What follows belongs to an exercise in optimizing a design on an open flow for small area, a short achievable clock period and few clock cycles per item; a production flow would make more cautious choices. Where RTL was checked, it was by simulation tests only, not by an equivalence proof against the original.

==> flow/design.v (excerpt) <==
module assignment (
    input logic clk,
    input logic NRST,
    input logic start,
    input logic [10:0] A,
    input logic [10:0] B,
    output logic [20:0] result,
    output logic ready
);
clock: 12.5 ns
lec_check: 0
cap_margin: 20
core_margin: 2
core_utilization: 40
slew_margin: 20
synth_hierarchical: 1
synth_minimum_keep_size: 0
standard.sh (not shown) runs the stock make flow with config.mk's settings and CLKGATE_MAP_FILE= SYNTH_SCRIPT=/design/flow/synth_recipe.tcl, a recipe that flattens the netlist after the stock synthesis.
==> flow/flow/run.sh <==
#!/bin/bash
# The standard layout (the standard.sh: ORFS synthesis to final layout),
# with smaller port buffers, no clock-tree dummy loads, and stronger operand
# flip-flops (flow/post_floorplan.tcl).
set -euo pipefail
here=$(cd "$(dirname "$0")" && pwd)
export BUFFER_PORTS_ARGS="-buffer_cell sky130_fd_sc_hd__buf_1"
export CTS_ARGS="-sink_clustering_enable -repair_clock_nets -dont_use_dummy_load -buf_list sky130_fd_sc_hd__clkbuf_8"
export POST_FLOORPLAN_TCL="$here/post_floorplan.tcl"
export OPERAND_FF_CELL=sky130_fd_sc_hd__dfxtp_4
bash standard.sh > standard.log 2>&1
==> flow/flow/post_floorplan.tcl <==
# After floorplan: give the operand flip-flops, which drive the partial
# products, a stronger drive (same cell type, larger size).
set block [ord::get_db_block]
foreach inst [$block getInsts] {
  set name [$inst getName]
  set master [[$inst getMaster] getName]
  if {$master eq "sky130_fd_sc_hd__dfxtp_1" &&
      ([string match "a_value*" $name] || [string match "b_mod*" $name])} {
    puts "upsize $name"
    replace_cell $name $::env(OPERAND_FF_CELL)
  }
}
The starting point completed without violations.
==> next run, changes <==
- ABC_CLOCK_PERIOD_IN_PS: default -> 300
=> The changed run completed with no timing, DRC or antenna violations. Cell count stays the same. Register-to-register slack hardly moves. First-iteration DRC count does not change. Worst setup slack is unchanged. Fmax does not change. Wire length stays the same. Count of clock-buffer cells in the layout stays the same.
No run of this note included a check of the RTL's function; only the layout flow was run.

## build 49
assignment, a different RTL version from the one above (not shown whole).
For scale: about 400 cells after synthesis, ~49 flip-flops, ~47 I/O pins, ~0.0044 mm² of cells after synthesis.
Settings: LEC_CHECK=0, CAP_MARGIN=20, CORE_MARGIN=2, CORE_UTILIZATION=65, SLEW_MARGIN=20, SYNTH_HIERARCHICAL=1, SYNTH_MINIMUM_KEEP_SIZE=0; clock period 12.5 ns.
==> flow/flow/run.sh <==
#!/bin/bash
# The standard layout (the standard.sh: ORFS synthesis to final layout),
# with smaller port buffers and no clock-tree dummy loads.
set -euo pipefail
export BUFFER_PORTS_ARGS="-buffer_cell ${PORT_BUF:-sky130_fd_sc_hd__buf_1}"
export CTS_ARGS="-sink_clustering_enable -repair_clock_nets -dont_use_dummy_load -buf_list sky130_fd_sc_hd__clkbuf_8 -sink_clustering_size 30 -sink_clustering_max_diameter 100"
bash standard.sh > standard.log 2>&1
Testbench counts of build 49, summed over its fixed seeds: cycles 3,200, items 1,600.
Edits applied to the flow inputs when going from build 49 to build 65:
-- flow/flow/run.sh --
<<< build 49, line 6
export CTS_ARGS="-sink_clustering_enable -repair_clock_nets -dont_use_dummy_load -buf_list sky130_fd_sc_hd__clkbuf_8 -sink_clustering_size 30 -sink_clustering_max_diameter 100"
>>> build 65, line 6
export CTS_ARGS="-sink_clustering_enable -repair_clock_nets -dont_use_dummy_load -buf_list sky130_fd_sc_hd__clkbuf_8"
==> comparison <==
Number of placement rows: build 49 vs build 65 identical
From build 65 to build 49, clock skew did not move at all.
From build 49 to build 65, number of setup violations in the final report did not move at all.
Build 65 against build 49: share of the yosys chip area belonging to registers essentially unchanged, non-clock buffer count roughly the same.
The inputs of build 41 differ from those of build 65 as listed below.
-- flow/config.mk --
<<< build 65, line 10
export CORE_UTILIZATION = 65
>>> build 41, line 10
export CORE_UTILIZATION = 85
Notes after the runs:
Across build 41 and build 65, the outcome is the same: a clean finish for every run.
Average vias per placed instance: build 41 higher than build 65
Comparing build 65 against build 41, there is no change at all in maximum fanout encountered on the critical timing path.
Changes observed in build 41 relative to build 65: amount of wire on met3 after detailed routing higher, post-CTS clock slew at the launch and capture registers of the worst setup and hold paths closely matched the old numbers.
Here is what was changed in the inputs of build 95 compared with build 41.
-- flow/flow/run.sh --
<<< build 41, line 6
export CTS_ARGS="-sink_clustering_enable -repair_clock_nets -dont_use_dummy_load -buf_list sky130_fd_sc_hd__clkbuf_8"
>>> build 95, line 6
export CTS_ARGS="-sink_clustering_enable -repair_clock_nets -dont_use_dummy_load"
-- flow/config.mk --
<<< build 41, line 10
export CORE_UTILIZATION = 85
>>> build 95, line 10
export CORE_UTILIZATION = 40
[summary]
Against build 41, build 95 comes in 70 higher on number of placed instances with taps included. Build 95 -> build 41: multi-input logic cell count delta 0, exact match. Against build 41 as the reference, build 95 delivers a higher die area. Higher setup slack among build 95 and build 41: build 95.
Changes in build 10 relative to build 95:
-- flow/flow/run.sh --
<<< build 95, line 6
export CTS_ARGS="-sink_clustering_enable -repair_clock_nets -dont_use_dummy_load"
>>> build 10, line 6
export CTS_ARGS="-sink_clustering_enable -repair_clock_nets -dont_use_dummy_load -buf_list sky130_fd_sc_hd__clkbuf_8"
export SETUP_SLACK_MARGIN=8.5
[summary]
Build 10 was carried through to the last stage, and its layout satisfied the timing, DRC and antenna checks. Build 10 — final design utilization 3.2 points higher, build 95 as reference. Build 10 vs. build 95: footprint of the multi-input gates moved up; initial detailed-routing violation count moved up.

run A:
Another version of the RTL of assignment (not shown whole).
For scale: roughly 430 cells after synthesis, roughly 4600 sq um of cells after synthesis.
Settings: LEC_CHECK=0, CAP_MARGIN=20, CORE_MARGIN=2, CORE_UTILIZATION=40, SLEW_MARGIN=20, SYNTH_HIERARCHICAL=1, SYNTH_MINIMUM_KEEP_SIZE=0; clock period 12.5 ns.
==> flow/flow/run.sh <==
#!/bin/bash
# The standard layout (the standard.sh: ORFS synthesis to final layout),
# with smaller port buffers, no clock-tree dummy loads, and stronger operand
# flip-flops (flow/post_floorplan.tcl).
set -euo pipefail
here=$(cd "$(dirname "$0")" && pwd)
export BUFFER_PORTS_ARGS="-buffer_cell sky130_fd_sc_hd__buf_1"
export CTS_ARGS="-sink_clustering_enable -repair_clock_nets -dont_use_dummy_load -buf_list sky130_fd_sc_hd__clkbuf_8"
export POST_FLOORPLAN_TCL="$here/post_floorplan.tcl"
export OPERAND_FF_CELL=sky130_fd_sc_hd__dfxtp_4
bash standard.sh > standard.log 2>&1
Scripts as last shown in full above: flow/flow/post_floorplan.tcl
Run A | stages: all done | timing, DRC, antenna: all pass
### run A -> run X
==> flow/flow/run.sh <==
#!/bin/bash
# The standard layout (the standard.sh: ORFS synthesis to final layout),
# with smaller port buffers and no clock-tree dummy loads.
set -euo pipefail
export BUFFER_PORTS_ARGS="-buffer_cell ${PORT_BUF:-sky130_fd_sc_hd__buf_1}"
export CTS_ARGS="-sink_clustering_enable -repair_clock_nets -dont_use_dummy_load -buf_list sky130_fd_sc_hd__clkbuf_8"
bash standard.sh > standard.log 2>&1
removed: flow/flow/post_floorplan.tcl
Notes after the runs:
Both conditions hold for run X: the flow ran to the end and the final layout passed the timing, DRC and antenna checks. Re average cell area after synthesis: no difference whatsoever between run A and run X. Data-path buffer share of cell area in the final layout: run X vs run A — no meaningful difference. Run X ends up with a via total after detailed routing that is 0.75% lower than in run A. As far as routed wire length is concerned, run A and run X perform about the same.
Function was not checked in any run of this note: the RTL went through the layout flow alone.

P:
assignment with an RTL version that a note above also has.
For scale: about 400 cells after synthesis, ~4400 um2 of cells after synthesis.
Settings: LEC_CHECK=0, CAP_MARGIN=20, CORE_MARGIN=2, CORE_UTILIZATION=40, SLEW_MARGIN=20, SYNTH_HIERARCHICAL=1, SYNTH_MINIMUM_KEEP_SIZE=0; clock period 12.5 ns.
==> flow/flow/run.sh <==
#!/bin/bash
# The standard layout (the standard.sh: ORFS synthesis to final layout),
# with smaller port buffers and no clock-tree dummy loads.
set -euo pipefail
export BUFFER_PORTS_ARGS="-buffer_cell ${PORT_BUF:-sky130_fd_sc_hd__buf_1}"
export CTS_ARGS="-sink_clustering_enable -repair_clock_nets -dont_use_dummy_load -sink_clustering_size 60 -sink_clustering_max_diameter 300 -buf_list sky130_fd_sc_hd__clkbuf_16"
bash standard.sh > standard.log 2>&1
Testbench counts of P, summed over its fixed seeds: cycles 3,200, items 1,600.
Modified inputs, Q compared to P
==> flow/flow/run.sh <==
#!/bin/bash
# The standard layout (the standard.sh: ORFS synthesis to final layout),
# with smaller port buffers and no clock-tree dummy loads.
set -euo pipefail
export BUFFER_PORTS_ARGS="-buffer_cell ${PORT_BUF:-sky130_fd_sc_hd__buf_1}"
export CTS_ARGS="-sink_clustering_enable -repair_clock_nets -dont_use_dummy_load"
export SETUP_SLACK_MARGIN=9
bash standard.sh > standard.log 2>&1
==> results.txt <==
- Q drops more vias than P.
- P -> Q: number of enable-type register cells in the synthesized netlist delta 0, exact match
- Number of non-clock buffers in the layout: Q higher than P
- Going from P to Q, register-to-register slack up 0.26 ns; final-layout setup total negative slack now sits at about the same level.
- Final cell utilization of the core ended up 7.9 points higher on Q than on P.
- The total detailed-routing wirelength number comes out lower for P vs Q.
- Re area share of buffers outside the clock network: Q is 10 points up on P.

-- static timing again, ports no longer ideal --
The flow's constraints put no driver on any port. The routed layouts listed below were extracted and timed again, unchanged, in two steps. Step 1 sets driving cells, clkbuf_16 on the clock port and buf_2 on the other inputs (assumed; they add their load-dependent delay and slew). Step 2 moves the port delays by t, midway between the first and last clock arrival at a register: inputs arrive t later, outputs are due t later. That takes back most of the time a late clock gives input paths. Slacks: no drivers / after step 1 / after step 2; pairs: no drivers / after step 1.
| run | t, ns | setup slack, ns | worst slew at a driven data input, ns |
|---|---|---|---|
| the first run of note 1 | 0.327 | 8.348 / 8.315 / 8.365 | 0.04 |
| the second run of note 1 | 0.327 | 8.348 / 8.315 / 8.365 | 0.04 |
| build 49 | 0.323 | 8.295 / 8.267 / 8.129 | 0.04 |
| build 65 | 0.323 | 8.295 / 8.267 / 8.129 | 0.04 |
| build 41 | 0.330 | 8.196 / 8.164 / 7.952 | 0.04 |
| build 95 | 0.328 | 8.275 / 8.243 / 8.109 | 0.04 |
| build 10 | 0.332 | 8.393 / 8.362 / 8.202 | 0.04 |
| run A | 0.328 | 8.371 / 8.338 / 8.343 | 0.04 |
| run X | 0.336 | 8.221 / 8.221 / 8.221 | 0.04 |
| P | 0.322 | 8.289 / 8.252 / 8.097 | 0.04 |
| Q | 0.327 | 8.412 / 8.381 / 8.264 | 0.06 |
After both steps every run listed still meets setup and hold. For build 41, which loses most, drivers alone change the setup slack by -0.032 ns; drivers and shift together by -0.244 ns.
